What follows belongs to an exercise in optimizing a design on an open flow for small area; a production flow would make more cautious choices. Where RTL was checked, it was by simulation tests only, not by an equivalence proof against the original. No functional check of the RTL was part of runs 3 to 5. Power is estimated from default activity; no workload was simulated.

## flow/config.mk

```make
export PLATFORM = sky130hd
export DESIGN_NAME = spi_top
export DESIGN_NICKNAME = spi_top
export VERILOG_FILES = /design/flow/design.v
export SDC_FILE = /design/flow/constraint.sdc
export NUM_CORES = 4
export LEC_CHECK = 0
export CAP_MARGIN = 20
export CORE_MARGIN = 2
export CORE_UTILIZATION = 70
export CTS_BUF_LIST = sky130_fd_sc_hd__clkbuf_8
export CTS_CLUSTER_DIAMETER = 50
export CTS_CLUSTER_SIZE = 20
export SLEW_MARGIN = 20
```

## flow/constraint.sdc

```tcl
create_clock -name core_clock -period 8.0 [get_ports {clk}]
set_input_delay 1.6000 -clock core_clock [delete_from_list [all_inputs] [get_ports {clk}]]
set_output_delay 1.6000 -clock core_clock [all_outputs]
set_load 0.01 [all_outputs]
```

## flow/design.v

```verilog
module spi_top(
    input clk,rst,wr,
    input [7:0]din,addr,
    output done,err,
    output [7:0]dout
);
reg [127:0] ring0;
reg [127:0] ring1;
reg [3:0] ptr;
reg clr;
reg [4:0] cnt;
reg [7:0] cap;
wire ok  = (addr[7:5] == 3'd0);
wire hit = (ptr == addr[3:0]);
wire we  = wr & ok & hit;
wire [7:0] d0 = (we & ~addr[4]) ? din : (clr ? 8'd0 : ring0[127:120]);
wire [7:0] d1 = (we &  addr[4]) ? din : (clr ? 8'd0 : ring1[127:120]);
reg done_r, err_r;
assign done = done_r;
assign err  = err_r;
assign dout = cap;
always @(posedge clk) begin
    ring0 <= {ring0[119:0], d0};
    ring1 <= {ring1[119:0], d1};
    if (hit | ~ok)
        cap <= (wr | ~ok | clr) ? 8'd0 : (addr[4] ? ring1[127:120] : ring0[127:120]);
    if (rst) begin
        ptr <= 4'd0;
        clr <= 1'b1;
        cnt <= 5'd0;
        done_r <= 1'b0;
        err_r <= 1'b0;
    end
    else begin
        ptr <= ptr + 4'd1;
        if (ptr == 4'd15)
            clr <= 1'b0;
        cnt <= done_r ? 5'd1 : cnt + 5'd1;
        done_r <= ok ? (wr ? (cnt == 5'd22) : (cnt == 5'd23)) : (cnt == 5'd3);
        err_r <= ~ok & (cnt == 5'd3);
    end
end
endmodule
```

## flow/run.sh

```bash
#!/bin/bash
# synth_recipe.tcl (not shown) runs the flow's synth.tcl, then flattens the netlist and writes it again
# the make line also repeats each setting of config.mk as NAME=value (left out here)
make -C /OpenROAD-flow-scripts/flow DESIGN_CONFIG=/design/flow/config.mk WORK_HOME=/design/flow/orfs CLKGATE_MAP_FILE= SYNTH_SCRIPT=/design/flow/synth_recipe.tcl finish
```

==> metrics.md, run 1 <==
| Metric | Value |
|---|---|
| Post-synth EDFFs | 8 |
| Critical Path Max Stage Delay | 0.58 ns |
| Worst slew pin tran | 0.666 ns |
| Worst reg2reg path endpoint | ring1[4] |
| Critical path data arrival time | 1.53 ns |
| Starting Density | 72.3% |
| Clock latency (worst-skew pair) | 0.50 ns |
| CTS max path bufs | 3 |
| Count leader, synth | dfxtp_1 |
| Ys async rst share | 0% |
| P_leak | 2.78 nW |
| Flops & latches, synth | 276 |
| Critical Path Source Type | flop |
| Placer congestion estimate | 0.771 |
| Post-DRT Antenna Nets | 0 |
| DRT Pass-1 Iters | 4 |
| HPWL after DPL | 4960 microns |
| Clock sinks | 276 |
| Final setup violating endpoints | 0 |
| Worst slew margin | 55.4% |
| Max cap viols | 0 |
| Combinational power share | 1.4% |
| Slew Limit Fails | 0 |
| Crit path required time | 6.40 ns |
| Post-CTS setup buffer count | 0 |
| Die width | 99.2 microns |
| Ant diodes | 0 |
| Max FO, Critical Path | 6 |
| Final period util | 39.2% |
| Reg2Reg Depth | 4 |
| Final net count | 433 |
| Top cells by area, synth | dfxtp_1 (85%), edfxtp_1 (3.8%), mux2_4 (1.9%) |
| F_max | 319 MHz |
| CTS tree | yes |
| Share of cells above drive strength 1 | 9.59% |
| Cell variety after synth | 27 |
| Syn avg cell area | 17.2 sq um |
| Die Y | 99.2 microns |
| Final Hold Viols | 0 |
| Port bufs | 28 |
| Syn Inst Count | 369 |
| Clk Tree Root Cell | clkbuf_8 |
| Setup slack, reg-to-reg | 6.14 ns |
| WL/cell | 15.2 microns |
| Core Region | 0.00876 sq mm |
| Worst vdd ir | 0.208 mV |
| Switching power | 0.000388 W |
| Clock buffer count from CTS | 17 |
| Unrepaired setup endpoints after global routing | no |
| Area Growth Syn to Fin | 10.5% |
| Vias in the first global route | 2533 |
| First-pass GRT wire length | 12900 microns |
| Pwr dens | 285 mW/mm^2 |
| Synth top cells by count | dfxtp_1 (268), nor2b_1 (17), nor2_1 (12) |
| Hold path depth | 0 |
| CTS clock-pin slew for the worst setup and hold paths | 0.11 ns |
| Cells along the critical path | clkdlybuf4s50_1 |
| All-layer global routing usage | 17.0% |
| HP Start | ring0[66] |
| Hold WS | 0.329 ns |
| Yosys warning total | 1 |
| H-tree depth | 1 |
| Total grt overflow | 0 |
| CP startpoint | done_r |
| Drt drc | 0 |
| CP endpoint kind | primary output |
| Synth top area share | 84.6% |
| Largest net degree at the start of global routing | 22 |
| Clock period minus worst slack | 3.13 ns |
| Final wirelength | 7990 microns |
| Int Power | 0.00161 W |
| Ports | 29 |
| Total die area | 0.00983 sq mm |
| Critical Path Slowest Stage Cell | clkdlybuf4s50_1 |
| RR Startpoint | ptr[2] |
| Net Sw Frac | 19.4% |
| Layout Skew | 0.0198 ns |
| Flop pwr share | 69.6% |
| CP bufs+invs | 1 |
| Post-CTS sizing | 0 |
| Antenna violations before repair | 0 |
| Worst Hold Path EP | ring0[74] |
| Cell Area, Synth | 0.00634 sq mm |
| Hold Path Class | flop to flop |
| Post-Syn Nets | 390 |
| CP delay by family, top | buffers and inverters |
| Clock network fraction of design power | 29.0% |
| Register area share after synthesis | 88.4% |
| Dominant cell type by area after synthesis | dfxtp_1 |
| Worst setup path class | flop to primary output |
| Initial DRC count | 54 |
| Via Count | 2432 |
| Status | finished clean |
| Via/cell ratio | 4.63 |
| Hold Buf Count CTS | 0 |
| Row cnt | 34 |
| Setup TNS | 0 ns |
| Main synth FF type | dfxtp_1 |
==> layer usage <==
layer  global-route usage (%)  vias to the layer above  share of wire (%)
met3                     3.51                       13                3.0
met1                     24.3                     1137                 51
met4                     5.58                        0                2.4
li1                         -                     1250                  -
met5                        0                        -                  0
met2                     26.6                       32                 44
==> through the flow <==
stage / area [sq um] / power, W / instances / setup slack, ns / utilization [%]
6_report: 7010 / 0.00200 / 525 / 4.87 / 79.9
4_1_cts: 7010 / 0.00201 / 525 / 4.84 / 79.9
5_1_grt: 7010 / 0.00206 / 525 / 4.80 / 79.9
2_1_floorplan: 6340 / 0.00143 / 369 / 5.12 / -
3_3_place_gp: 6730 / 0.00145 / 501 / 4.34 / 76.8
3_5_place_dp: 6730 / 0.00145 / 501 / 4.36 / 76.8
==> logic make-up after synthesis <==
kind of cell               count (synthesis)  share of synthesized area, %
AOI/OAI and AO/OA                          3                         0.375
xor gates and xnor gates                  10                          1.38
adders and majority gates                  2                         0.395
buffers and inverters                      6                         0.493
DFF                                      276                          88.4
muxes                                     24                          4.58
and+or+nand+nor                           48                          4.36
==> how the worst max path moves through the flow <==
| stage | to | slack (ns) | cells after the start |
|---|---|---|---|
| 5_1_grt | done | 4.80 | 1 |
| 3_3_place_gp | ring0[5] | 4.34 | 5 |
| 4_1_cts | done | 4.84 | 1 |
| 3_5_place_dp | ring1[2] | 4.36 | 4 |
| 2_1_floorplan | ring1[0] | 5.12 | 5 |
| 6_report | done | 4.87 | 1 |
==> state kept, by name, summed over array words and instances (netlist names) <==
signal,flops
ptr,4
cnt,5
clr,1
err_r,1
ring1,128
done_r,1
cap,8
ring0,128
==> layout by cell type (no fill, tap or decap), types with 2 or more instances in the layout <==
cell	netlist	routed
dfxtp_1	268	268
clkdlybuf4s50_1	0	28
clkbuf_8	0	18
nor2b_1	17	17
nor2_1	12	12
mux2_4	8	8
mux2_2	8	8
mux2i_1	8	8
edfxtp_1	8	8
inv_1	2	7
xnor2_1	6	6
nor3_1	5	5
nand3_1	4	4
xor2_1	4	4
nand2_1	3	3
ha_1	2	2
==> area by class of cell <==
cell class,count,area [sq um]
timing repair buffer,28,280
sequential,276,5610
clock buffer,18,248
multi-input combinational,87,703
clock inverter,6,26.3
tap,108,135
inverter,2,7.51
fill,445,1760
==> power groups by stage <==
stage / registers, W / logic (W) / clock network, W
after global routing: 0.00139 / 0.0000301 / 0.000641
final: 0.00139 / 0.0000281 / 0.000580
after CTS: 0.00139 / 0.0000285 / 0.000594
after floorplan: 0.00142 / 0.0000109 / 0
after detailed placement: 0.00142 / 0.0000284 / 0
after global placement: 0.00142 / 0.0000276 / 0
==> inputs of run 2 (changes only) <==
==> flow/flow/run.sh (new file) <==
#!/bin/bash
# Standard layout, with three changes: the port buffers are the smallest
# buffer (buf_1), clock tree synthesis inserts no dummy loads, and cells
# with timing slack to spare are downsized before detailed placement.
set -euo pipefail
bash standard.sh \
  BUFFER_PORTS_ARGS="-buffer_cell sky130_fd_sc_hd__buf_1" \
  PRE_DETAIL_PLACE_TCL="$PWD/flow/recover.tcl" \
  CTS_ARGS="-sink_clustering_enable -repair_clock_nets -sink_clustering_size 20 -sink_clustering_max_diameter 50 -buf_list sky130_fd_sc_hd__clkbuf_8 -dont_use_dummy_load" \
  finish > standard.log 2>&1
==> flow/flow/recover.tcl (new file) <==
# Downsize cells on paths with timing slack to spare (ORFS hook, sourced
# before detailed placement).
estimate_parasitics -placement
repair_timing -recover_power 100
==> flow/standard.sh (new file) <==
#!/bin/bash
# synth_recipe.tcl (not shown) runs the flow's synth.tcl, then flattens the netlist and writes it again
# the make line also repeats each setting of config.mk as NAME=value (left out here)
make -C /OpenROAD-flow-scripts/flow DESIGN_CONFIG=/design/flow/config.mk WORK_HOME=/design/flow/orfs CLKGATE_MAP_FILE= SYNTH_SCRIPT=/design/flow/synth_recipe.tcl "${@:-finish}"
removed: flow/run.sh
==> run 2 against run 1 <==
  * Still clean on timing, DRC and antenna
  * Sequential cell count unchanged
  * Synthesized cell count did not move
  * Sequential share of layout area increased by 3.0 points
  * Maximum frequency is 4.8% higher
  * Die area unchanged
  * Core utilization is 2.9 points lower
  * Hold slack got worse by 0.0083 ns
  * Total power down 2.0%
  * Clock skew increased by 0.010 ns
  * Critical path type is now input port to flop
  * Highest routed layer unchanged
==> metrics.md, run 2 <==
| Metric | Value |
|---|---|
| Core Region | 0.00876 sq mm |
| Total grt overflow | 0 |
| H-tree depth | 1 |
| Clk Tree Root Cell | clkbuf_8 |
| Pwr dens | 290 mW/mm^2 |
| Dominant cell type by area after synthesis | dfxtp_1 |
| Unrepaired setup endpoints after global routing | no |
| Yosys warning total | 1 |
| Clock sinks | 276 |
| Clock buffer count from CTS | 17 |
| Mux cell area share after synthesis | 4.58% |
| CTS max path bufs | 3 |
| Switching power | 0.000371 W |
| Layout Skew | 0.0298 ns |
| Post-Synth Adder-Cell Area | 0.395% |
| Worst setup path class | input port to flop |
| XOR/XNOR share of the synthesized area | 1.38% |
| Post-CTS sizing | 0 |
| Hold Buf Count CTS | 0 |
| Post-DRT Antenna Nets | 0 |
| DRT Pass-1 Iters | 4 |
| All-layer global routing usage | 16.2% |
| Post-Syn Nets | 390 |
| CTS tree | yes |
| CP delay by family, top | simple AND/OR/NAND/NOR gates |
| Area Growth Syn to Fin | 6.45% |
| Post-Synth Simple-Gate Area | 4.36% |
| Top Usage Layer GRT | met2 |
| Critical Path Source Type | input port |
| Starting Density | 72.3% |
| Count leader, synth | dfxtp_1 |
| Die width | 99.2 microns |
| Worst slew margin | 52.6% |
| First-pass GRT wire length | 12400 microns |
| Max cap viols | 0 |
| Antenna violations before repair | 0 |
| Status | finished clean |
| Most common cell after layout, fill and taps aside | dfxtp_1 |
| Worst slew pin tran | 0.711 ns |
| Ports | 29 |
| Syn Inst Count | 369 |
| Die Y | 99.2 microns |
| Ys async rst share | 0% |
| Net Sw Frac | 18.9% |
| Clock network fraction of design power | 28.1% |
| Syn avg cell area | 17.2 sq um |
| P_leak | 2.65 nW |
| Hold WS | 0.320 ns |
| Main combinational cell family by area after synthesis | multiplexers |
| Met1 Track Usage GR | 23.3% |
| Clock period minus worst slack | 2.99 ns |
| Global Route met2 Usage | 24.6% |
| Flops & latches, synth | 276 |
| Post-synth EDFFs | 8 |
| Final setup violating endpoints | 0 |
| Combinational power share | 1.0% |
| CP bufs+invs | 1 |
| Cell variety after synth | 27 |
| Final wirelength | 7500 microns |
| WL/cell | 14.5 microns |
| Int Power | 0.00159 W |
| F_max | 334 MHz |
| Compound-gate portion of the synthesized area | 0.375% |
| Share of cells above drive strength 1 | 7.07% |
| Main synth FF type | dfxtp_1 |
| Critical path data arrival time | 3.37 ns |
| Row cnt | 34 |
| Post-CTS setup buffer count | 0 |
| Setup TNS | 0 ns |
| Synth top area share | 84.6% |
| Cell Area, Synth | 0.00634 sq mm |
| Drt drc | 0 |
| Total die area | 0.00983 sq mm |
| Cells along the critical path | buf_1, nor3_1, and2_2, nor3b_2, mux2_2 |
| Crit path required time | 8.37 ns |
| Register area share after synthesis | 88.4% |
| Clock latency (worst-skew pair) | 0.49 ns |
| Largest net degree at the start of global routing | 21 |
| Final Hold Viols | 0 |
| Placer congestion estimate | 0.766 |
| Final period util | 37.4% |
| Commonest non-fill, non-tap cells in the layout | dfxtp_1 (268), buf_1 (26), nor2b_1 (17), clkbuf_8 (17), nor2_1 (12) |
| Top cells by area, synth | dfxtp_1 (85%), edfxtp_1 (3.8%), mux2_4 (1.9%) |
| Synth top cells by count | dfxtp_1 (268), nor2b_1 (17), nor2_1 (12) |
| Max FO, Critical Path | 8 |
| HPWL after DPL | 4630 microns |
| Critical Path Max Stage Delay | 0.58 ns |
| Vias in the first global route | 2534 |
| Initial DRC count | 39 |
| Critical Path Slowest Stage Cell | nor3b_2 |
| Via/cell ratio | 4.68 |
| Port bufs | 28 |
| CP endpoint kind | flop |
| Hold Path Class | flop to flop |
| Via Count | 2424 |
| CTS clock-pin slew for the worst setup and hold paths | 0.11 ns |
| Final net count | 433 |
| Ant diodes | 0 |
| M3 GR Usage | 3.79% |
| Worst vdd ir | 0.217 mV |
| Top Registers | ring0 (128), ring1 (128), cap (8) |
| Slew Limit Fails | 0 |
| Flop pwr share | 71.0% |
run 2: cell types whose count changed in the layout (fill, tap and decap cells not counted), sizes merged:
cell           previous run  this run
buf                       0        26
inv                       7         2
clkdlybuf4s50            28         0
clkbuf                   18        19
clkinvlp                  1         0
run 2: cells by family (layout without fill, tap and decap cells):
kind of cell	Yosys count	in the layout
flip-flops	276	276
AND/OR/NAND/NOR	48	48
multiplexers	24	24
adder cells (fa/ha/maj)	2	2
XOR/XNOR	10	10
AO/OA/AOI/OAI	3	3
buffers and inverters	6	47
run 2: metrics by stage:
step / worst slack, ns / power (W) / area (sq um) / std cells / utilization (%)
global placement: 4.71 / 0.00144 / 6560 / 501 / 74.8
finish: 5.01 / 0.00196 / 6750 / 518 / 77.0
detailed placement: 4.06 / 0.00144 / 6510 / 501 / 74.3
floorplan: 5.12 / 0.00143 / 6340 / 369 / -
CTS: 4.56 / 0.00197 / 6740 / 518 / 77.0
global route: 4.85 / 0.00203 / 6750 / 518 / 77.0
run 2: final timing paths:
| path | start | to | slack, ns | depth (start not counted) |
|---|---|---|---|---|
| hold / removal | ring0[117] | ring0[125] | 0.32 | 0 |
| setup reg to reg | ptr[2] | ring0[0] | 6.11 | 4 |
| hold reg to reg | ring0[117] | ring0[125] | 0.32 | 0 |
| setup / recovery | addr[6] | ring0[0] | 5.01 | 5 |
run 2: worst register-to-register path, stage by stage (launching register included):
cell and delay (ns):
dfxtp_1 0.41, xnor2_1 0.14, nand4_1 0.19, nor3b_2 0.62, mux2_2 0.41
run 2: per-layer routing:
metal | routed length, microns | up-vias
met5 | 0 | -
met4 | 180 | 0
met3 | 260 | 18
met2 | 3190 | 30
met1 | 3870 | 1134
li1 | - | 1242
run 2: cell type report:
cell class	instances	area, sq um
sequential	276	5610
fill	518	2010
tap	108	135
timing repair buffer	28	105
inverter	2	7.51
clock buffer	17	234
multi-input combinational	87	662
run 2: power groups by stage:
stage                     Clock, W  Sequential (W)  Combinational (W)
after floorplan                  0         0.00142          0.0000109
after global placement           0         0.00142          0.0000195
after detailed placement         0         0.00142          0.0000189
after CTS                 0.000562         0.00139          0.0000191
after global routing      0.000617         0.00139          0.0000214
final                     0.000550         0.00139          0.0000189
==> inputs of run 3 (changes only) <==
==> flow/design.v (replaced) <==
module spi_top(
    input clk,rst,wr,
    input [7:0]din,addr,
    output done,err,
    output [7:0]dout
);
reg [127:0] ring0;
reg [127:0] ring1;
reg [3:0] ptr;
reg clr;
reg [4:0] cnt;
reg [7:0] cap;
reg done_r, err_r;
wire ok  = (addr[7:5] == 3'd0);
wire done_n = ok ? (wr ? (cnt == 5'd13) : (cnt == 5'd26)) : (cnt == 5'd7);
wire [3:0] ptr_n = ptr + 4'd1;
wire clr_n = clr & (ptr != 4'd15);
reg hit_r, k0, k1;
wire start = (cnt == 5'd0);
wire hit_n = (ptr_n == addr[3:0]) & ~start;
wire we_n  = wr & ok & hit_n;
wire hit = hit_r;
wire we0 = wr & ok & hit_r & ~addr[4];
wire we1 = wr & ok & hit_r &  addr[4];
wire [7:0] d0 = (din & {8{we0}}) | (ring0[127:120] & {8{k0}});
wire [7:0] d1 = (din & {8{we1}}) | (ring1[127:120] & {8{k1}});
assign done = done_r;
assign err  = err_r;
assign dout = cap;
always @(posedge clk) begin
    ring0 <= {ring0[119:0], d0};
    ring1 <= {ring1[119:0], d1};
    if (hit | ~ok)
        cap <= (wr | ~ok | clr) ? 8'd0 : (addr[4] ? ring1[127:120] : ring0[127:120]);
    if (rst) begin
        ptr <= 4'd0;
        clr <= 1'b1;
        cnt <= 5'd0;
        done_r <= 1'b0;
        err_r <= 1'b0;
        hit_r <= 1'b0;
        k0 <= 1'b0;
        k1 <= 1'b0;
    end
    else begin
        ptr <= ptr_n;
        clr <= clr_n;
        hit_r <= hit_n;
        k0 <= ~(we_n & ~addr[4]) & ~clr_n;
        k1 <= ~(we_n &  addr[4]) & ~clr_n;
        cnt <= done_n ? 5'd0 : {cnt[3:0], ~(cnt[4] ^ cnt[2])};
        done_r <= done_n;
        err_r <= ~ok & (cnt == 5'd7);
    end
end
endmodule
==> run 3 against run 2 <==
  * Still clean
  * Total power increased by 1.4%
  * Final area decreased by 0.26%
  * Synthesized area decreased by 0.75%
  * Die area decreased by 0.71%
  * Via count decreased by 0.50%
  * Clock skew increased by 0.032 ns
  * Synthesized cell count decreased by 2.2%
  * Non-clock buffer count unchanged
  * Count of clock-buffer cells in the layout increased by 1
  * Wire length increased by 0.13%
  * Critical path depth unchanged
  * Sequential power about the same
  * Critical endpoint is now ring0[5]
==> metrics.md, run 3 <==
| Metric | Value |
|---|---|
| Status | finished clean |
| Top cells by area, synth | dfxtp_1 (86%), edfxtp_1 (3.8%), a22o_1 (2.2%) |
| Total grt overflow | 0 |
| Final wirelength | 7510 microns |
| Multi-input gate area | 571 sq um |
| Clock buffer count from CTS | 18 |
| Util after Layout | 77.2% |
| Post-CTS sizing | 0 |
| Vias in the first global route | 2504 |
| Mux cell area share after synthesis | 1.27% |
| Final Hold Viols | 0 |
| Post-synth EDFFs | 8 |
| Final period util | 37.9% |
| Flops & latches, synth | 279 |
| Combinational power share | 1.0% |
| Final net count | 425 |
| Total die area | 0.00976 sq mm |
| Int Power | 0.00161 W |
| Row cnt | 34 |
| Commonest non-fill, non-tap cells in the layout | dfxtp_1 (271), buf_1 (27), clkbuf_8 (18), nor2_1 (17), a22o_1 (16) |
| Unrepaired setup endpoints after global routing | no |
| Antenna violations before repair | 0 |
| Place WS | 4.50 ns |
| Max cap viols | 0 |
| Area Growth Syn to Fin | 6.98% |
| Placer congestion estimate | 0.790 |
| Post-Synth Adder-Cell Area | 0.199% |
| Clock network fraction of design power | 28.4% |
| Main synth FF type | dfxtp_1 |
| CTS tree | yes |
| DRT Pass-1 Iters | 4 |
| Worst Hold Path EP | ring0[32] |
| Hold Buf Count CTS | 0 |
| P_leak | 2.65 nW |
| Worst slew margin | 35.5% |
| Post-CTS setup buffer count | 0 |
| WL/cell | 14.7 microns |
| Switching power | 0.000374 W |
| Via Count | 2412 |
| Compound-gate portion of the synthesized area | 2.96% |
| Yosys warning total | 1 |
| Die width | 98.8 microns |
| Flop pwr share | 70.6% |
| First-pass GRT wire length | 12300 microns |
| Hold Path Class | flop to flop |
| Sequential Area | 0.00567 sq mm |
| Filler instances | 474 |
| Reg2Reg Depth | 5 |
| Post-DRT Antenna Nets | 0 |
| Clk Tree Root Cell | clkbuf_8 |
| Dominant cell type by area after synthesis | dfxtp_1 |
| Post-Syn Nets | 381 |
| Count leader, synth | dfxtp_1 |
| Setup slack, reg-to-reg | 6.39 ns |
| Setup TNS | 0 ns |
| Die Y | 98.8 microns |
| Net Sw Frac | 18.8% |
| Synth top area share | 86.2% |
| Drt drc | 0 |
| Ys async rst share | 0% |
| Layout Skew | 0.0621 ns |
| Cell variety after synth | 30 |
| Worst slew pin tran | 0.960 ns |
| Cell Area, Synth | 0.00629 sq mm |
| Syn avg cell area | 17.4 sq um |
| Post-Synth Simple-Gate Area | 4.04% |
| Synth top cells by count | dfxtp_1 (271), a22o_1 (16), nor2_1 (16) |
| Worst vdd ir | 0.220 mV |
| Crit path required time | 8.40 ns |
| Pwr dens | 295 mW/mm^2 |
| All-layer global routing usage | 16.2% |
| Slew Limit Fails | 0 |
| XOR/XNOR share of the synthesized area | 1.07% |
| Syn Inst Count | 361 |
| Share of cells above drive strength 1 | 5.71% |
| Ant diodes | 0 |
| Critical Path Source Type | input port |
| CTS clock-pin slew for the worst setup and hold paths | 0.10 ns |
| Final setup margin | 4.96 ns |
| Clock latency (worst-skew pair) | 0.51 ns |
| F_max | 329 MHz |
| HPWL after DPL | 4720 microns |
| Ports | 29 |
| Final setup violating endpoints | 0 |
| Worst setup path class | input port to flop |
| H-tree depth | 1 |
| Register area share after synthesis | 90.0% |
| Port bufs | 28 |
| Most common cell after layout, fill and taps aside | dfxtp_1 |
| Clock period minus worst slack | 3.04 ns |
| CTS max path bufs | 3 |
| Hold path depth | 0 |
| Starting Density | 72.2% |
| Top Registers | ring0 (128), ring1 (128), cap (8) |
| Clock sinks | 279 |
| Largest net degree at the start of global routing | 21 |
| Via/cell ratio | 4.72 |
| Max FO, Critical Path | 8 |
| CP endpoint kind | flop |
| HP Start | ring0[24] |
| Hold WS | 0.282 ns |
| Main combinational cell family by area after synthesis | simple AND/OR/NAND/NOR gates |
| RR Startpoint | ptr[0] |
| Core Region | 0.00872 sq mm |
| Worst reg2reg path endpoint | k1 |
| Initial DRC count | 44 |
| Critical path data arrival time | 3.43 ns |
run 3: changes by cell type after synthesis, moves of 4 or more:
cell     change
a22o_1      +16
nor2_1       +4
nor2b_1     -14
xnor2_1      -4
mux2_4       -8
nor3_1       -4
mux2_2       -8
run 3: critical path: stages:
cell	delay [ns]
buf_1	0.07
nor3_1	0.60
nand2_1	0.17
nor3_1	0.76
a22o_1	0.23
run 3: kinds of logic (layout without fill, tap and decap cells):
kind of cell / count (synthesis) / count (layout)
muxes: 8 / 8
adders and majority gates: 1 / 1
and+or+nand+nor: 39 / 39
buffers and inverters: 6 / 48
xor gates and xnor gates: 6 / 6
DFF: 279 / 279
AOI/OAI and AO/OA: 22 / 22
run 3: worst max-delay path by stage:
stage                       start       end  slack (ns)  cells after the start
after detailed placement  addr[6]  ring0[7]        4.50                      5
after global placement    addr[4]  ring1[6]        5.14                      4
after CTS                 addr[6]  ring0[1]        5.01                      5
final                     addr[6]  ring0[5]        4.96                      5
after global routing      addr[6]  ring0[5]        4.76                      5
after floorplan           addr[6]    done_r        5.57                      4
run 3: metal layers:
metal  GRT usage [%]  up-vias  part of all wire [%]
li1                -     1243                     -
met1            23.0     1108                    50
met2            24.6       38                    42
met3            3.76       23                   3.8
met4            6.32        0                   3.4
met5               0        -                     0
run 3: power groups by stage:
stage	Sequential (W)	Clock, W	Combinational (W)
2_1_floorplan	0.00143	0	0.0000120
3_3_place_gp	0.00143	0	0.0000203
3_5_place_dp	0.00143	0	0.0000200
4_1_cts	0.00140	0.000584	0.0000201
5_1_grt	0.00140	0.000628	0.0000218
6_report	0.00140	0.000564	0.0000199
run 3: stage by stage:
| step | cells | area (sq um) | power, W |
|---|---|---|---|
| after floorplan | 361 | 6290 | 0.00145 |
| after global placement | 493 | 6510 | 0.00145 |
| after detailed placement | 493 | 6480 | 0.00145 |
| after CTS | 511 | 6730 | 0.00201 |
| after global routing | 511 | 6730 | 0.00205 |
| final | 511 | 6730 | 0.00199 |
run 3: final cells by class:
type | count | share of cell area, %
clock buffers | 18 | 3.68
inverters | 2 | 0.112
well taps | 108 | 2.01
repair buffers | 28 | 1.56
flip-flops and latches | 279 | 84.2
multi-input cells | 76 | 8.48
==> inputs of run 4 (changes only) <==
==> flow/flow/run.sh (replaced) <==
#!/bin/bash
set -euo pipefail
bash standard.sh \
  BUFFER_PORTS_ARGS="-buffer_cell sky130_fd_sc_hd__buf_1" \
  PRE_DETAIL_PLACE_TCL="$PWD/flow/recover.tcl" \
  CTS_ARGS="-sink_clustering_enable -repair_clock_nets -dont_use_dummy_load -sink_clustering_size 34 -sink_clustering_max_diameter 50 -buf_list sky130_fd_sc_hd__clkbuf_16 -root_buf sky130_fd_sc_hd__clkbuf_4 -tree_buf sky130_fd_sc_hd__clkbuf_4" \
  finish > standard.log 2>&1
--- a/flow/config.mk
+++ b/flow/config.mk
@@ -8,7 +8,4 @@
 export CAP_MARGIN = 20
 export CORE_MARGIN = 2
 export CORE_UTILIZATION = 70
-export CTS_BUF_LIST = sky130_fd_sc_hd__clkbuf_8
-export CTS_CLUSTER_DIAMETER = 50
-export CTS_CLUSTER_SIZE = 20
 export SLEW_MARGIN = 20
==> run 4 against run 3 <==
  * Sequential cell count stayed put
  * Count of clock-buffer cells in the layout down 4
  * Still clean
  * Critical path depth unchanged
  * Clock power up 12%
  * Setup slack better by 0.11 ns
  * Core utilization grew 0.57 points
  * Final area up 0.74%
  * Critical path type unchanged
  * Non-clock buffer count unchanged
  * First-iteration DRC count grew 48%
==> metrics.md, run 4 <==
| Metric | Value |
|---|---|
| Status | finished clean |
| Worst vdd ir | 0.284 mV |
| Clk Tree Root Cell | clkbuf_4 |
| Post-CTS sizing | 0 |
| Vias in the first global route | 2578 |
| Total power | 0.00205 W |
| Setup TNS | 0 ns |
| Syn avg cell area | 17.4 sq um |
| Ant diodes | 0 |
| Largest net degree at the start of global routing | 35 |
| RR Startpoint | ptr[0] |
| Top Registers | ring0 (128), ring1 (128), cap (8) |
| Register area share after synthesis | 90.0% |
| Syn Inst Count | 361 |
| Top cells by area, synth | dfxtp_1 (86%), edfxtp_1 (3.8%), a22o_1 (2.2%) |
| Die Y | 98.8 microns |
| Initial DRC count | 65 |
| Main synth FF type | dfxtp_1 |
| Total die area | 0.00976 sq mm |
| Compound-gate portion of the synthesized area | 2.96% |
| Final Hold Viols | 0 |
| WL/cell | 16.6 microns |
| Count leader, synth | dfxtp_1 |
| Total grt overflow | 0 |
| Synth top cells by count | dfxtp_1 (271), a22o_1 (16), nor2_1 (16) |
| All-layer global routing usage | 18.0% |
| Layout Skew | 0.0596 ns |
| CP startpoint | addr[6] |
| Critical Path Source Type | input port |
| CP endpoint kind | flop |
| Post-DRT Antenna Nets | 0 |
| Synth top area share | 86.2% |
| Hold Path Class | flop to flop |
| Post-Synth Simple-Gate Area | 4.04% |
| Critical path endpoint | ring0[7] |
| Dominant cell type by area after synthesis | dfxtp_1 |
| Yosys warning total | 1 |
| Post-Syn Nets | 381 |
| Max cap viols | 0 |
| Core Region | 0.00872 sq mm |
| Final setup margin | 5.07 ns |
| Mux cell area share after synthesis | 1.27% |
| Worst slew margin | 37.2% |
| Flops & latches, synth | 279 |
| Drt drc | 0 |
| Commonest non-fill, non-tap cells in the layout | dfxtp_1 (271), buf_1 (27), nor2_1 (17), a22o_1 (16), clkbuf_16 (11) |
| Pwr dens | 303 mW/mm^2 |
| Hold Buf Count CTS | 0 |
| Max FO, Critical Path | 8 |
| Placer congestion estimate | 0.790 |
| Worst slew pin tran | 0.935 ns |
| XOR/XNOR share of the synthesized area | 1.07% |
| Post-synth EDFFs | 8 |
| Clock sinks | 279 |
| Unrepaired setup endpoints after global routing | no |
| Place WS | 4.50 ns |
| Critical path data arrival time | 3.43 ns |
| Row cnt | 34 |
| Ports | 29 |
| Port bufs | 28 |
| Clock latency (worst-skew pair) | 0.61 ns |
| Antenna violations before repair | 0 |
| DP Cell Count | 493 |
| Via Count | 2452 |
| Final net count | 421 |
| H-tree depth | 1 |
| Crit path required time | 8.50 ns |
| Starting Density | 72.2% |
| Cell variety after synth | 30 |
| First-pass GRT wire length | 13500 microns |
| Area Growth Syn to Fin | 7.77% |
| Slew Limit Fails | 0 |
| HPWL after DPL | 4720 microns |
| Final period util | 36.6% |
| CTS max path bufs | 3 |
| Die width | 98.8 microns |
| CTS tree | yes |
| Clock buffer count from CTS | 14 |
| Most common cell after layout, fill and taps aside | dfxtp_1 |
| P_leak | 2.67 nW |
| Share of cells above drive strength 1 | 4.76% |
| Final non-filler cell total | 507 |
| F_max | 342 MHz |
| Worst setup path class | input port to flop |
| DRT Pass-1 Iters | 4 |
| Clock period minus worst slack | 2.93 ns |
| Ys async rst share | 0% |
| Final setup violating endpoints | 0 |
| Final wirelength | 8440 microns |
| Setup slack, reg-to-reg | 6.37 ns |
| Post-Synth Adder-Cell Area | 0.199% |
| Post-CTS setup buffer count | 0 |
| CTS clock-pin slew for the worst setup and hold paths | 0.12 ns |
| Hold path depth | 0 |
| Cell Area, Synth | 0.00629 sq mm |
| Worst reg2reg path endpoint | k0 |
| Main combinational cell family by area after synthesis | simple AND/OR/NAND/NOR gates |
| Via/cell ratio | 4.84 |
| Reg2Reg Depth | 5 |
-- run 4: cell counts after synthesis --
Identical to the previous run, type by type.
-- run 4: how the worst min path moves through the flow --
stage | to | startpoint | slack (ns)
after CTS | ring0[77] | ring0[69] | 0.27
after detailed placement | ring1[123] | ring1[115] | 0.31
final | ring0[77] | ring0[69] | 0.28
after global placement | ring1[55] | ring1[47] | 0.31
after floorplan | ring0[100] | ring0[92] | 0.31
after global routing | ring0[77] | ring0[69] | 0.29
-- run 4: cell type report --
type                    instances  area, sq um
flip-flops and latches        279         5670
fillers                       449         1940
multi-input cells              76          571
clock buffers                  14          298
well taps                     108          135
repair buffers                 28          105
inverters                       2         7.51
-- run 4: kinds of logic after synthesis --
kind of cell | count (synthesis)
xor+xnor | 6
compound gates | 22
mux | 8
flops | 279
buf+inv | 6
fa+ha+maj | 1
simple gates | 39
-- run 4: where the power goes --
part           switching [W]  internal, W  total (W)
Combinational      0.0000112   0.00000874  0.0000199
Clock               0.000369     0.000262   0.000631
Sequential        0.00000297      0.00140    0.00140
-- run 4: per-stage QoR --
| step | hold WS [ns] | cell area [sq um] | utilization, % |
|---|---|---|---|
| after floorplan | 0.310 | 6290 | - |
| after global placement | 0.310 | 6510 | 74.7 |
| after global routing | 0.294 | 6780 | 77.8 |
| final | 0.283 | 6780 | 77.8 |
| after CTS | 0.270 | 6780 | 77.8 |
| after detailed placement | 0.312 | 6480 | 74.3 |
-- run 4: critical path, stage by stage --
cell and delay [ns]:
buf_1 0.07, nor3_1 0.59, nand2_1 0.18, nor3_1 0.75, a22o_1 0.24
-- run 4: layer usage --
| metal | track usage, % | share of wire (%) | routed length, microns | up-vias |
|---|---|---|---|---|
| li1 | - | - | - | 1242 |
| met1 | 25.5 | 49 | 4150 | 1161 |
| met2 | 29.4 | 46 | 3870 | 38 |
| met3 | 3.26 | 3.6 | 301 | 11 |
| met4 | 4.43 | 1.4 | 115 | 0 |
| met5 | 0 | 0 | 0 | - |
==> inputs of run 5 (changes only) <==
==> flow/flow/run.sh (replaced) <==
#!/bin/bash
set -euo pipefail
bash standard.sh \
  BUFFER_PORTS_ARGS="-buffer_cell sky130_fd_sc_hd__buf_1" \
  PRE_DETAIL_PLACE_TCL="$PWD/flow/recover.tcl" \
  CTS_ARGS="-sink_clustering_enable -repair_clock_nets -dont_use_dummy_load -sink_clustering_size 20 -sink_clustering_max_diameter 50 -buf_list sky130_fd_sc_hd__clkbuf_8 -root_buf sky130_fd_sc_hd__clkbuf_4 -tree_buf sky130_fd_sc_hd__clkbuf_4" \
  finish > standard.log 2>&1
==> run 5 against run 4 <==
  * Wire length decreased by 11%
  * Final area decreased by 1.0%
  * Sequential cell count unchanged
  * Global-route usage decreased by 1.8 points
  * Sequential power about the same
  * Synthesized area unchanged
  * Still clean
  * Via count decreased by 1.8%
  * Final cell count increased by 0.79%
==> metrics.md, run 5 <==
| Metric | Value |
|---|---|
| Clock sinks | 279 |
| Synth top area share | 86.2% |
| Synth top cells by count | dfxtp_1 (271), a22o_1 (16), nor2_1 (16) |
| Slew Limit Fails | 0 |
| Most common cell after layout, fill and taps aside | dfxtp_1 |
| Unrepaired setup endpoints after global routing | no |
| CP delay by family, top | simple AND/OR/NAND/NOR gates |
| Max FO, Critical Path | 8 |
| Top Registers | ring0 (128), ring1 (128), cap (8) |
| Status | finished clean |
| Post-place instance area | 0.00648 sq mm |
| Post-CTS sizing | 0 |
| Flops & latches, synth | 279 |
| Core Region | 0.00872 sq mm |
| Initial DRC count | 52 |
| Cells along the critical path | buf_1, nor3_1, nand2_1, nor3_1, a22o_1 |
| Ant diodes | 0 |
| P_leak | 2.64 nW |
| Final net count | 425 |
| Cell Area, Synth | 0.00629 sq mm |
| Die width | 98.8 microns |
| Syn Inst Count | 361 |
| Yosys warning total | 1 |
| H-tree depth | 1 |
| HP Start | ring0[41] |
| Reg2Reg Depth | 5 |
| Layout Skew | 0.0708 ns |
| Total grt overflow | 0 |
| Net Sw Frac | 18.9% |
| Row cnt | 34 |
| Via/cell ratio | 4.71 |
| Commonest non-fill, non-tap cells in the layout | dfxtp_1 (271), buf_1 (27), nor2_1 (17), a22o_1 (16), clkbuf_8 (15) |
| Clk Tree Root Cell | clkbuf_4 |
| Total power | 0.00196 W |
| Top cells by area, synth | dfxtp_1 (86%), edfxtp_1 (3.8%), a22o_1 (2.2%) |
| DRT Pass-1 Iters | 4 |
| Clock period minus worst slack | 2.95 ns |
| Post-CTS setup buffer count | 0 |
| Critical Path Slowest Stage Cell | nor3_1 |
| Starting Density | 72.2% |
| CP dominant cell by count | nor3_1 |
| Total die area | 0.00976 sq mm |
| Placer congestion estimate | 0.790 |
| Critical Path Source Type | input port |
| Area Growth Syn to Fin | 6.68% |
| CTS clock-pin slew for the worst setup and hold paths | 0.10 ns |
| Finished Cell Area | 0.00671 sq mm |
| All-layer global routing usage | 16.2% |
| Cell variety after synth | 30 |
| Pwr dens | 293 mW/mm^2 |
| Critical Path Max Stage Delay | 0.76 ns |
| Clock network fraction of design power | 27.6% |
| Filler instances | 475 |
| CP bufs+invs | 1 |
| Setup TNS | 0 ns |
| Worst slew margin | 35.8% |
| Clock buffer count from CTS | 18 |
| Flop pwr share | 71.3% |
| Crit path required time | 8.49 ns |
| WL/cell | 14.8 microns |
| Syn avg cell area | 17.4 sq um |
| CP endpoint kind | flop |
| Worst reg2reg path endpoint | k1 |
| Post-Syn Nets | 381 |
| Hold Path Class | flop to flop |
| F_max | 339 MHz |
| Worst slew pin tran | 0.955 ns |
| RR Startpoint | ptr[0] |
| Setup slack, reg-to-reg | 6.40 ns |
| Antenna violations before repair | 0 |
| Worst setup path class | input port to flop |
| Combinational power share | 1.0% |
| Critical path data arrival time | 3.44 ns |
| Main synth FF type | dfxtp_1 |
| Int Power | 0.00159 W |
| Ys async rst share | 0% |
| Worst Hold Path EP | ring0[49] |
| Clock latency (worst-skew pair) | 0.60 ns |
| Via Count | 2407 |
| Final Hold Viols | 0 |
| Share of cells above drive strength 1 | 5.71% |
| Hold path depth | 0 |
| Ports | 29 |
| Count leader, synth | dfxtp_1 |
| Final wirelength | 7540 microns |
| Die Y | 98.8 microns |
| Final setup violating endpoints | 0 |
| CTS max path bufs | 3 |
| First-pass GRT wire length | 12300 microns |
| Drt drc | 0 |
| Dominant cell type by area after synthesis | dfxtp_1 |
| Worst vdd ir | 0.218 mV |
| Post-DRT Antenna Nets | 0 |
| Vias in the first global route | 2516 |
| Hold Buf Count CTS | 0 |
| Final period util | 36.9% |
| Switching power | 0.000372 W |
| CTS tree | yes |
| Register area share after synthesis | 90.0% |
| Largest net degree at the start of global routing | 21 |
| Port bufs | 28 |
| Post-synth EDFFs | 8 |
| HPWL after DPL | 4720 microns |
| Max cap viols | 0 |
run 5: cell counts after synthesis:
Identical to the previous run, type by type.
run 5: worst max-delay path by stage:
stage / to / slack (ns) / start / depth (start not counted)
floorplan: done_r / 5.57 / addr[6] / 4
detailed placement: ring0[7] / 4.50 / addr[6] / 5
finish: ring0[1] / 5.05 / addr[6] / 5
global route: ring0[5] / 4.85 / addr[6] / 5
CTS: ring0[1] / 5.09 / addr[6] / 5
global placement: ring1[6] / 5.14 / addr[4] / 4
run 5: power by group through the flow:
stage                     Combinational (W)  Clock, W  Sequential (W)
after floorplan                   0.0000120         0         0.00143
after global placement            0.0000203         0         0.00143
after detailed placement          0.0000200         0         0.00143
after CTS                         0.0000201  0.000562         0.00140
after global routing              0.0000218  0.000607         0.00140
final                             0.0000198  0.000543         0.00140
run 5: layout make-up:
| cell class | instances | area (sq um) | share of cell area (%) |
|---|---|---|---|
| clock buffers | 18 | 229 | 3.41 |
| inverters | 2 | 7.51 | 0.112 |
| multi-input cells | 76 | 571 | 8.50 |
| flip-flops and latches | 279 | 5670 | 84.4 |
| well taps | 108 | 135 | 2.01 |
| repair buffers | 28 | 105 | 1.57 |
run 5: per-layer routing:
| layer | GRT usage [%] | share of wire, % | wire, microns |
|---|---|---|---|
| met4 | 5.90 | 2.7 | 202 |
| met2 | 24.6 | 43 | 3220 |
| met3 | 3.76 | 4.2 | 314 |
| met5 | 0 | 0 | 0 |
| met1 | 23.2 | 50 | 3800 |
run 5: kinds of logic after synthesis:
group | synth area share (%)
AOI/OAI and AO/OA | 2.96
xor gates and xnor gates | 1.07
adders and majority gates | 0.199
buffers and inverters | 0.418
DFF | 90.0
muxes | 1.27
and+or+nand+nor | 4.04
run 5: through the flow:
step / worst slack [ns] / util [%] / instances / hold slack [ns]
finish: 5.05 / 77.0 / 511 / 0.282
global route: 4.85 / 77.0 / 511 / 0.284
CTS: 5.09 / 77.0 / 511 / 0.270
detailed placement: 4.50 / 74.3 / 493 / 0.312
global placement: 5.14 / 74.7 / 493 / 0.310
floorplan: 5.57 / - / 361 / 0.310
==> inputs of run 6 (changes only) <==
==> flow/design.v (replaced) <==
module spi_top(
    input clk,rst,wr,
    input [7:0]din,addr,
    output done,err,
    output [7:0]dout
);
reg [127:0] ring0;
reg [127:0] ring1;
reg [3:0] ptr;
reg clr;
reg [4:0] cnt;
reg [7:0] cap;
reg done_r, err_r;
reg hit, k0, k1;
localparam [4:0] C3 = 5'd7, C22 = 5'd13, C23 = 5'd26;
wire ok     = (addr[7:5] == 3'd0);
wire start  = (cnt == 5'd0);
wire done_n = ok ? (wr ? (cnt == C22) : (cnt == C23)) : (cnt == C3);
wire [3:0] ptr_n = ptr + 4'd1;
wire clr_n = clr & (ptr != 4'd15);
wire hit_n = (ptr_n == addr[3:0]) & ~start;
wire we_n  = wr & ok & hit_n;
wire we0   = wr & ok & hit & ~addr[4];
wire we1   = wr & ok & hit &  addr[4];
wire [7:0] d0 = (din & {8{we0}}) | (ring0[127:120] & {8{k0}});
wire [7:0] d1 = (din & {8{we1}}) | (ring1[127:120] & {8{k1}});
assign done = done_r;
assign err  = err_r;
assign dout = cap;
always @(posedge clk) begin
    ring0 <= {ring0[119:0], d0};
    ring1 <= {ring1[119:0], d1};
    if (hit | ~ok)
        cap <= (wr | ~ok | clr) ? 8'd0 : (addr[4] ? ring1[127:120] : ring0[127:120]);
    if (rst) begin
        ptr <= 4'd0;
        clr <= 1'b1;
        cnt <= 5'd0;
        done_r <= 1'b0;
        err_r <= 1'b0;
        hit <= 1'b0;
        k0 <= 1'b0;
        k1 <= 1'b0;
    end
    else begin
        ptr <= ptr_n;
        clr <= clr_n;
        cnt <= done_n ? 5'd0 : {cnt[3:0], ~(cnt[4] ^ cnt[2])};
        done_r <= done_n;
        err_r <= ~ok & (cnt == C3);
        hit <= hit_n;
        k0 <= ~(we_n & ~addr[4]) & ~clr_n;
        k1 <= ~(we_n &  addr[4]) & ~clr_n;
    end
end
endmodule
==> flow/flow/run.sh (replaced) <==
#!/bin/bash
set -euo pipefail
bash standard.sh \
  BUFFER_PORTS_ARGS="-buffer_cell sky130_fd_sc_hd__buf_1" \
  PRE_DETAIL_PLACE_TCL="$PWD/flow/recover.tcl" \
  CTS_ARGS="-sink_clustering_enable -repair_clock_nets -dont_use_dummy_load -sink_clustering_size 28 -sink_clustering_max_diameter 45 -buf_list sky130_fd_sc_hd__clkbuf_16 -root_buf sky130_fd_sc_hd__clkbuf_8 -tree_buf sky130_fd_sc_hd__clkbuf_8" \
  finish > standard.log 2>&1
==> run 6 against run 5 <==
  * Count of clock-buffer cells in the layout is 2 lower
  * Maximum frequency is 5.0% lower
  * Final area is 2.1% higher
  * Sequential share of layout area is 1.7 points lower
==> metrics.md, run 6 <==
| Metric | Value |
|---|---|
| Clk Tree Root Cell | clkbuf_8 |
| Critical Path Max Stage Delay | 0.85 ns |
| Starting Density | 72.2% |
| Clock period minus worst slack | 3.11 ns |
| Main synth FF type | dfxtp_1 |
| Synth top area share | 86.2% |
| Hold Buf Count CTS | 0 |
| Port bufs | 28 |
| Die width | 98.8 microns |
| Setup slack, reg-to-reg | 6.38 ns |
| RR Startpoint | ptr[0] |
| P_leak | 2.69 nW |
| Post-Syn Nets | 381 |
| Critical path data arrival time | 3.54 ns |
| Largest net degree at the start of global routing | 29 |
| Worst slew margin | 27.3% |
| Total die area | 0.00976 sq mm |
| H-tree depth | 1 |
| Via/cell ratio | 4.98 |
| WL/cell | 18.3 microns |
| Clock buffer count from CTS | 16 |
| Cells along the critical path | buf_1, nor3_1, nand2_1, nor3_1, a22o_1 |
| Most common cell after layout, fill and taps aside | dfxtp_1 |
| F_max | 322 MHz |
| Top cells by area, synth | dfxtp_1 (86%), edfxtp_1 (3.8%), a22o_1 (2.2%) |
| Final Hold Viols | 0 |
| Worst vdd ir | 0.257 mV |
| Filler instances | 447 |
| Unrepaired setup endpoints after global routing | no |
| Vias in the first global route | 2674 |
| Synth top cells by count | dfxtp_1 (271), a22o_1 (16), nor2_1 (16) |
| Slew Limit Fails | 0 |
| Cell Area, Synth | 0.00629 sq mm |
| Cell variety after synth | 30 |
| Placer congestion estimate | 0.762 |
| Row cnt | 34 |
| Hold WS | 0.300 ns |
| Ant diodes | 0 |
| CP delay by family, top | simple AND/OR/NAND/NOR gates |
| Die Y | 98.8 microns |
| Syn avg cell area | 17.4 sq um |
| CP dominant cell by count | nor3_1 |
| Drt drc | 0 |
| Worst reg2reg path endpoint | k0 |
| Crit path required time | 8.43 ns |
| Status | finished clean |
| Hold path depth | 0 |
| Register area share after synthesis | 90.0% |
| Post-DRT Antenna Nets | 0 |
| Clock latency (worst-skew pair) | 0.54 ns |
| Post-CTS sizing | 0 |
| Clock sinks | 279 |
| Total power | 0.00214 W |
| Core Region | 0.00872 sq mm |
| Via Count | 2533 |
| Ports | 29 |
| Final net count | 423 |
| CP endpoint kind | flop |
| Syn Inst Count | 361 |
| Max FO, Critical Path | 8 |
| Hold Path Class | flop to flop |
| Final setup violating endpoints | 0 |
| Top Registers | ring0 (128), ring1 (128), cap (8) |
| Pwr dens | 312 mW/mm^2 |
| Post-CTS setup buffer count | 0 |
| Area Growth Syn to Fin | 8.87% |
| Max cap viols | 0 |
| Critical Path Source Type | input port |
| HP Start | ring1[59] |
| Worst slew pin tran | 1.08 ns |
| Yosys warning total | 1 |
| Commonest non-fill, non-tap cells in the layout | dfxtp_1 (271), buf_1 (27), nor2_1 (17), a22o_1 (16), clkbuf_16 (13) |
| Dominant cell type by area after synthesis | dfxtp_1 |
| Final period util | 38.9% |
| Antenna violations before repair | 0 |
| Final wirelength | 9340 microns |
| CTS clock-pin slew for the worst setup and hold paths | 0.10 ns |
| Flops & latches, synth | 279 |
| Count leader, synth | dfxtp_1 |
| DRT Pass-1 Iters | 4 |
| Ys async rst share | 0% |
| CTS tree | yes |
| Post-synth EDFFs | 8 |
| First-pass GRT wire length | 14400 microns |
| Share of cells above drive strength 1 | 5.24% |
| Critical Path Slowest Stage Cell | nor3_1 |
| Layout Skew | 0.0619 ns |
| Setup TNS | 0 ns |
| Initial DRC count | 66 |
| CP bufs+invs | 1 |
| All-layer global routing usage | 19.9% |
| HPWL after DPL | 5000 microns |
| Reg2Reg Depth | 5 |
| CTS max path bufs | 3 |
| Worst setup path class | input port to flop |
| Total grt overflow | 0 |
| Worst Hold Path EP | ring1[67] |
run 6: cell types whose count changed in the layout (fill, tap and decap cells not counted), sizes merged:
cell	delta
clkbuf	-2
run 6: worst max-delay path by stage:
stage,start,end,cells after the start
after detailed placement,addr[6],ring0[6],5
after global placement,addr[4],ring1[7],4
after global routing,addr[6],ring0[0],5
final,addr[6],ring0[0],5
after CTS,addr[6],ring0[0],5
after floorplan,addr[3],k0,3
run 6: metrics by stage:
stage | cell area, sq um | util, % | setup WS (ns) | instances
2_1_floorplan | 6290 | - | 5.57 | 361
3_3_place_gp | 6510 | 74.7 | 5.12 | 493
3_5_place_dp | 6480 | 74.3 | 4.49 | 493
4_1_cts | 6850 | 78.6 | 4.90 | 509
5_1_grt | 6850 | 78.6 | 4.71 | 509
6_report | 6850 | 78.6 | 4.89 | 509
run 6: kinds of logic after synthesis:
group	count (synthesis)	share of synthesized area [%]
DFF	279	90.0
and+or+nand+nor	39	4.04
AOI/OAI and AO/OA	22	2.96
muxes	8	1.27
xor gates and xnor gates	6	1.07
buffers and inverters	6	0.418
adders and majority gates	1	0.199
run 6: final cells by class:
cell class | instances | area (sq um) | share of cell area, %
flip-flops and latches | 279 | 5670 | 82.7
repair buffers | 28 | 105 | 1.53
inverters | 2 | 7.51 | 0.110
multi-input cells | 76 | 571 | 8.33
clock buffers | 16 | 367 | 5.35
well taps | 108 | 135 | 1.97
run 6: routing by layer:
layer / wire length, microns / vias up / GRT usage (%) / share of wire, %
met4: 285 / 0 / 8.64 / 3.1
met3: 357 / 24 / 3.83 / 3.8
li1: - / 1237 / - / -
met1: 4200 / 1222 / 25.5 / 45
met5: 0 / - / 0 / 0
met2: 4490 / 50 / 33.3 / 48
run 6: power breakdown:
part | switching (W) | internal (W) | total, W
clock | 0.000394 | 0.000323 | 0.000717
sequential | 0.00000315 | 0.00140 | 0.00140
combinational | 0.0000120 | 0.00000882 | 0.0000209
==> inputs of run 7 (changes only) <==
==> flow/flow/run.sh (replaced) <==
#!/bin/bash
set -euo pipefail
bash standard.sh \
  BUFFER_PORTS_ARGS="-buffer_cell sky130_fd_sc_hd__buf_1" \
  PRE_DETAIL_PLACE_TCL="$PWD/flow/recover.tcl" \
  CTS_ARGS="-sink_clustering_enable -repair_clock_nets -dont_use_dummy_load -sink_clustering_size 20 -sink_clustering_max_diameter 50 -buf_list sky130_fd_sc_hd__clkbuf_8 -root_buf sky130_fd_sc_hd__clkbuf_8 -tree_buf sky130_fd_sc_hd__clkbuf_4" \
  finish > standard.log 2>&1
==> run 7 against run 6 <==
  * Still clean
  * Sequential power is essentially flat
  * Synthesized area unchanged
  * Via count fell by 2.8%
  * Register-to-register slack better by 0.03 ns
  * Final area down 1.7%
  * Critical endpoint is now ring0[6]
==> metrics.md, run 7 <==
| Metric | Value |
|---|---|
| Clock buffer count from CTS | 18 |
| Commonest non-fill, non-tap cells in the layout | dfxtp_1 (271), buf_1 (27), clkbuf_8 (18), nor2_1 (17), a22o_1 (16) |
| Starting Density | 72.2% |
| Layout Skew | 0.0602 ns |
| Die Y | 98.8 microns |
| Area Growth Syn to Fin | 6.98% |
| DRT Pass-1 Iters | 4 |
| Post-synth EDFFs | 8 |
| Ant diodes | 0 |
| CTS clock-pin slew for the worst setup and hold paths | 0.10 ns |
| Worst slew margin | 34.4% |
| Clock period minus worst slack | 3.02 ns |
| CTS max path bufs | 3 |
| Worst slew pin tran | 0.977 ns |
| Yosys warning total | 1 |
| Reg2Reg Depth | 5 |
| Top Registers | ring0 (128), ring1 (128), cap (8) |
| Post-CTS setup buffer count | 0 |
| Status | finished clean |
| Worst setup path class | input port to flop |
| Clock network fraction of design power | 28.7% |
| Most common cell after layout, fill and taps aside | dfxtp_1 |
| Hold Buf Count CTS | 0 |
| Post-Synth Adder-Cell Area | 0.199% |
| Via/cell ratio | 4.82 |
| CTS tree | yes |
| Final wirelength | 8270 microns |
| Place WS | 4.49 ns |
| Combinational power share | 1.0% |
| Mux cell area share after synthesis | 1.27% |
| Ys async rst share | 0% |
| Die width | 98.8 microns |
| Slew Limit Fails | 0 |
| First-pass GRT wire length | 13100 microns |
| Filler instances | 473 |
| Unrepaired setup endpoints after global routing | no |
| Worst reg2reg path endpoint | k0 |
| Total die area | 0.00976 sq mm |
| Main synth FF type | dfxtp_1 |
| Sequential Area | 0.00567 sq mm |
| Crit path required time | 8.42 ns |
| Setup slack, reg-to-reg | 6.41 ns |
| Compound-gate portion of the synthesized area | 2.96% |
| Top cells by area, synth | dfxtp_1 (86%), edfxtp_1 (3.8%), a22o_1 (2.2%) |
| HP Start | ring0[42] |
| Dominant cell type by area after synthesis | dfxtp_1 |
| Drt drc | 0 |
| H-tree depth | 1 |
| F_max | 331 MHz |
| Worst Hold Path EP | ring0[50] |
| Setup TNS | 0 ns |
| Hold WS | 0.272 ns |
| Synth top cells by count | dfxtp_1 (271), a22o_1 (16), nor2_1 (16) |
| Int Power | 0.00161 W |
| All-layer global routing usage | 17.8% |
| Row cnt | 34 |
| Count leader, synth | dfxtp_1 |
| Post-CTS sizing | 0 |
| Share of cells above drive strength 1 | 5.71% |
| Flop pwr share | 70.3% |
| Util after Layout | 77.2% |
| XOR/XNOR share of the synthesized area | 1.07% |
| Max FO, Critical Path | 8 |
| Worst vdd ir | 0.209 mV |
| P_leak | 2.64 nW |
| Placer congestion estimate | 0.762 |
| Final setup violating endpoints | 0 |
| WL/cell | 16.2 microns |
| Post-Synth Simple-Gate Area | 4.04% |
| HPWL after DPL | 5000 microns |
| Initial DRC count | 28 |
| Critical Path Source Type | input port |
| Main combinational cell family by area after synthesis | simple AND/OR/NAND/NOR gates |
| Flops & latches, synth | 279 |
| Register area share after synthesis | 90.0% |
| CP endpoint kind | flop |
| Hold Path Class | flop to flop |
| Largest net degree at the start of global routing | 21 |
| Clock latency (worst-skew pair) | 0.51 ns |
| Total power | 0.00199 W |
| Syn avg cell area | 17.4 sq um |
| Via Count | 2462 |
| Final period util | 37.8% |
| Cell variety after synth | 30 |
| Antenna violations before repair | 0 |
| Pwr dens | 296 mW/mm^2 |
| Net Sw Frac | 19.1% |
| Core Region | 0.00872 sq mm |
| Ports | 29 |
| Vias in the first global route | 2532 |
| Clock sinks | 279 |
| Clk Tree Root Cell | clkbuf_8 |
| Synth top area share | 86.2% |
| Post-Syn Nets | 381 |
| Final Hold Viols | 0 |
| Critical path data arrival time | 3.44 ns |
| Hold path depth | 0 |
| Port bufs | 28 |
| RR Startpoint | ptr[0] |
| Multi-input gate area | 571 sq um |
| Post-DRT Antenna Nets | 0 |
| Syn Inst Count | 361 |
| Final net count | 425 |
| Total grt overflow | 0 |
| Max cap viols | 0 |
| Cell Area, Synth | 0.00629 sq mm |
| Switching power | 0.000382 W |
| Final setup margin | 4.98 ns |
-- run 7: changes by cell type in the layout (fill, tap and decap cells not counted) --
| cell | previous run | this run |
|---|---|---|
| clkbuf_16 | 13 | 0 |
| clkbuf_8 | 3 | 18 |
-- run 7: per-layer routing --
metal  vias to the layer above  wire length, microns  global-route usage [%]
met1                      1158                  3890                    23.9
met4                         0                   187                    5.48
met2                        46                  3820                    29.0
li1                       1241                     -                       -
met3                        17                   372                    4.61
met5                         -                     0                       0
-- run 7: critical path, stage by stage --
cell and delay, ns:
buf_1 0.07, nor3_1 0.59, nand2_1 0.15, nor3_1 0.77
a22o_1 0.25
-- run 7: layout make-up --
type | count | area share (%)
Sequential cell | 279 | 84.2
Multi-Input combinational cell | 76 | 8.48
Clock buffer | 18 | 3.68
Tap cell | 108 | 2.01
Timing Repair Buffer | 28 | 1.56
Inverter | 2 | 0.112
-- run 7: power by group through the flow --
stage	Combinational [W]	Sequential, W	Clock [W]
after floorplan	0.0000121	0.00143	0
after global placement	0.0000209	0.00143	0
after detailed placement	0.0000204	0.00143	0
after CTS	0.0000206	0.00140	0.000588
after global routing	0.0000222	0.00140	0.000635
final	0.0000203	0.00140	0.000571
-- run 7: worst max-delay path by stage --
stage / start / to / cells past startpoint
global placement: addr[4] / ring1[7] / 4
finish: addr[6] / ring0[6] / 5
CTS: addr[6] / ring0[6] / 5
detailed placement: addr[6] / ring0[6] / 5
global route: addr[6] / ring0[4] / 5
floorplan: addr[3] / k0 / 3
-- run 7: cell families after synthesis --
group | Yosys count
flip-flops | 279
adder cells (fa/ha/maj) | 1
buffers and inverters | 6
XOR/XNOR | 6
AND/OR/NAND/NOR | 39
AO/OA/AOI/OAI | 22
multiplexers | 8
-- run 7: per-stage QoR --
stage	instance area [sq um]	std cells
finish	6730	511
global route	6730	511
CTS	6730	511
detailed placement	6480	493
global placement	6510	493
floorplan	6290	361
==> inputs of run 8 (changes only) <==
==> flow/flow/run.sh (replaced) <==
#!/bin/bash
set -euo pipefail
bash standard.sh \
  BUFFER_PORTS_ARGS="-buffer_cell sky130_fd_sc_hd__buf_1" \
  PRE_DETAIL_PLACE_TCL="$PWD/flow/recover.tcl" \
  CTS_ARGS="-sink_clustering_enable -repair_clock_nets -dont_use_dummy_load -sink_clustering_size 20 -sink_clustering_max_diameter 70 -buf_list sky130_fd_sc_hd__clkbuf_8 -root_buf sky130_fd_sc_hd__clkbuf_4 -tree_buf sky130_fd_sc_hd__clkbuf_4" \
  finish > standard.log 2>&1
==> run 8 against run 7 <==
  * Still clean
  * Total power fell by 2.1%
  * Final area fell by 0.48%
  * Clock skew fell by 0.052 ns
  * Core utilization fell by 0.37 points
  * Combinational power barely moved
  * Synthesized area did not move
  * Synthesized cell count did not move
  * Sequential power barely moved
  * Count of clock-buffer cells in the layout fell by 1
  * Sequential cell count did not move
  * Die area did not move
  * Wire length fell by 5.5%
==> metrics.md, run 8 <==
| Metric | Value |
|---|---|
| Starting Density | 72.2% |
| Total die area | 0.00976 sq mm |
| Port bufs | 28 |
| CTS max path bufs | 3 |
| Multi-input gate area | 571 sq um |
| Final Hold Viols | 0 |
| Vias in the first global route | 2501 |
| Cells along the critical path | buf_1, nor3_1, nand2_1, nor3_1, a22o_1 |
| Sequential Area | 0.00567 sq mm |
| CTS tree | yes |
| Syn Inst Count | 361 |
| Total grt overflow | 0 |
| H-tree depth | 1 |
| RR Startpoint | ptr[0] |
| Clock buffer count from CTS | 17 |
| WL/cell | 15.3 microns |
| Post-synth EDFFs | 8 |
| CTS clock-pin slew for the worst setup and hold paths | 0.11 ns |
| Clock latency (worst-skew pair) | 0.56 ns |
| Reg2Reg Depth | 5 |
| Status | finished clean |
| Via/cell ratio | 4.78 |
| Mux cell area share after synthesis | 1.27% |
| P_leak | 2.63 nW |
| Setup slack, reg-to-reg | 6.41 ns |
| Critical Path Slowest Stage Cell | nor3_1 |
| Final net count | 424 |
| Post-CTS sizing | 0 |
| Syn avg cell area | 17.4 sq um |
| F_max | 337 MHz |
| Setup TNS | 0 ns |
| Placer congestion estimate | 0.762 |
| Combinational power share | 1.0% |
| Clock network fraction of design power | 27.1% |
| Compound-gate portion of the synthesized area | 2.96% |
| Worst slew pin tran | 0.966 ns |
| Hold Path Class | flop to flop |
| Dominant cell type by area after synthesis | dfxtp_1 |
| Post-DRT Antenna Nets | 0 |
| Main synth FF type | dfxtp_1 |
| Switching power | 0.000367 W |
| Pwr dens | 291 mW/mm^2 |
| Drt drc | 0 |
| Slew Limit Fails | 0 |
| Critical path data arrival time | 3.46 ns |
| Worst setup path class | input port to flop |
| Finished Cell Area | 0.00670 sq mm |
| CP dominant cell by count | nor3_1 |
| HP Start | ring0[39] |
| Clock sinks | 279 |
| Max FO, Critical Path | 8 |
| Register area share after synthesis | 90.0% |
| Hold Buf Count CTS | 0 |
| Final wirelength | 7810 microns |
| Cell Area, Synth | 0.00629 sq mm |
| Ant diodes | 0 |
| Top cells by area, synth | dfxtp_1 (86%), edfxtp_1 (3.8%), a22o_1 (2.2%) |
| Yosys warning total | 1 |
| Antenna violations before repair | 0 |
| Largest net degree at the start of global routing | 21 |
| Layout Skew | 0.00861 ns |
| Synth top area share | 86.2% |
| Unrepaired setup endpoints after global routing | no |
| Ys async rst share | 0% |
| Synth top cells by count | dfxtp_1 (271), a22o_1 (16), nor2_1 (16) |
| Initial DRC count | 38 |
| HPWL after DPL | 5000 microns |
| Worst reg2reg path endpoint | k0 |
| Share of cells above drive strength 1 | 5.47% |
| Int Power | 0.00158 W |
| Crit path required time | 8.49 ns |
| Post-CTS setup buffer count | 0 |
| Post-place instance area | 0.00648 sq mm |
| First-pass GRT wire length | 12500 microns |
| Critical Path Source Type | input port |
| All-layer global routing usage | 16.8% |
| Row cnt | 34 |
| Final period util | 37.1% |
| XOR/XNOR share of the synthesized area | 1.07% |
| Post-Synth Simple-Gate Area | 4.04% |
| Final setup violating endpoints | 0 |
| Core Region | 0.00872 sq mm |
| Clock period minus worst slack | 2.97 ns |
| Die Y | 98.8 microns |
| Worst vdd ir | 0.227 mV |
| Via Count | 2439 |
| Cell variety after synth | 30 |
| Commonest non-fill, non-tap cells in the layout | dfxtp_1 (271), buf_1 (27), nor2_1 (17), a22o_1 (16), clkbuf_8 (14) |
| Flop pwr share | 71.9% |
| Worst slew margin | 35.1% |
| Count leader, synth | dfxtp_1 |
| Worst Hold Path EP | ring0[47] |
| Post-Synth Adder-Cell Area | 0.199% |
| Hold path depth | 0 |
| Max cap viols | 0 |
| DRT Pass-1 Iters | 4 |
| Most common cell after layout, fill and taps aside | dfxtp_1 |
| CP endpoint kind | flop |
| Clk Tree Root Cell | clkbuf_4 |
| Flops & latches, synth | 279 |
| Net Sw Frac | 18.8% |
| Main combinational cell family by area after synthesis | simple AND/OR/NAND/NOR gates |
| Top Registers | ring0 (128), ring1 (128), cap (8) |
| Filler instances | 497 |
| Critical Path Max Stage Delay | 0.76 ns |
| Post-Syn Nets | 381 |
| Ports | 29 |
| Die width | 98.8 microns |
| Area Growth Syn to Fin | 6.46% |
==> run 8: cell count changes in the layout (fill, tap and decap cells not counted) <==
| cell | before | now |
|---|---|---|
| clkbuf_4 | 0 | 3 |
| clkbuf_8 | 18 | 14 |
==> run 8: logic make-up (layout without fill, tap and decap cells) <==
family,Yosys count,count (layout)
adders and majority gates,1,1
AOI/OAI and AO/OA,22,22
DFF,279,279
and+or+nand+nor,39,39
xor gates and xnor gates,6,6
buffers and inverters,6,47
muxes,8,8
==> run 8: area by class of cell <==
| type | count | share of cell area [%] |
|---|---|---|
| Sequential cell | 279 | 84.6 |
| Multi-Input combinational cell | 76 | 8.52 |
| Clock buffer | 17 | 3.21 |
| Tap cell | 108 | 2.02 |
| Timing Repair Buffer | 28 | 1.57 |
| Inverter | 2 | 0.112 |
==> run 8: through the flow <==
stage               util [%]  cells  power (W)  setup WS, ns  hold WS (ns)
finish                  76.8    510    0.00195          5.03         0.328
global route            76.8    510    0.00202          4.88         0.337
CTS                     76.8    510    0.00197          5.03         0.329
detailed placement      74.3    493    0.00145          4.49         0.312
global placement        74.7    493    0.00145          5.12         0.310
floorplan                  -    361    0.00145          5.57         0.310
==> run 8: worst max-delay path by stage <==
stage / start / to / cells after the start
after floorplan: addr[3] / k0 / 3
after global placement: addr[4] / ring1[7] / 4
after detailed placement: addr[6] / ring0[6] / 5
after CTS: addr[6] / ring0[6] / 5
after global routing: addr[6] / ring0[6] / 5
final: addr[6] / ring0[6] / 5
==> run 8: per-layer routing <==
metal,up-vias,track usage [%],wire (microns)
met1,1147,23.3,3840
met5,-,0,0
met4,0,6.32,157
met2,37,26.6,3500
met3,14,3.48,311
li1,1241,-,-
==> run 8: critical path: cells and delay by family <==
kind                   cells  cell delay, ns
buffers and inverters      1            0.07
AO/OA/AOI/OAI              1            0.29
AND/OR/NAND/NOR            3            1.50
==> run 8: power groups by stage <==
stage               registers, W  clock network, W  logic [W]
finish                   0.00140          0.000529  0.0000203
global route             0.00140          0.000592  0.0000222
CTS                      0.00140          0.000544  0.0000205
detailed placement       0.00143                 0  0.0000204
global placement         0.00143                 0  0.0000209
floorplan                0.00143                 0  0.0000121

==> static timing again, ports no longer ideal <==
The results above use ideal ports. As a check the final layouts listed here were re-extracted and re-timed, cells and wires unchanged.
Step 1 sets driving cells, clkbuf_16 on the clock port and buf_2 on the other inputs (assumed; they add their load-dependent delay and slew).
Step 2 adds t to the input delays and takes it off the output delays; t is the mean of the earliest and latest rising clock arrival at the registers after step 1. Input paths then give back, and output paths get back, about the clock's delay inside the block.
Slacks: no drivers / after step 1 / after step 2; pairs: no drivers / after step 1.
run | t, ns | setup WS [ns] | worst setup path at the end | slew at the worst register clock pin (ns) | cell pins on the clock port's net
run 1 | 0.525 | 4.865 / 4.833 / 4.342 | input to register | 0.11 / 0.11 | 1
run 2 | 0.512 | 5.008 / 5.018 / 4.506 | input to register | 0.11 / 0.11 | 1
run 3 | 0.514 | 4.965 / 4.976 / 4.462 | input to register | 0.11 / 0.11 | 1
run 4 | 0.613 | 5.075 / 5.084 / 4.471 | input to register | 0.12 / 0.12 | 1
run 5 | 0.595 | 5.046 / 5.053 / 4.459 | input to register | 0.11 / 0.11 | 1
run 6 | 0.544 | 4.891 / 4.908 / 4.364 | input to register | 0.10 / 0.10 | 1
run 7 | 0.512 | 4.979 / 4.991 / 4.479 | input to register | 0.12 / 0.12 | 1
run 8 | 0.581 | 5.028 / 5.038 / 4.458 | input to register | 0.11 / 0.11 | 1
After both steps setup and hold are still met in every run listed. For run 4, which loses most, drivers alone change the setup slack by +0.009 ns; drivers and shift together by -0.604 ns.
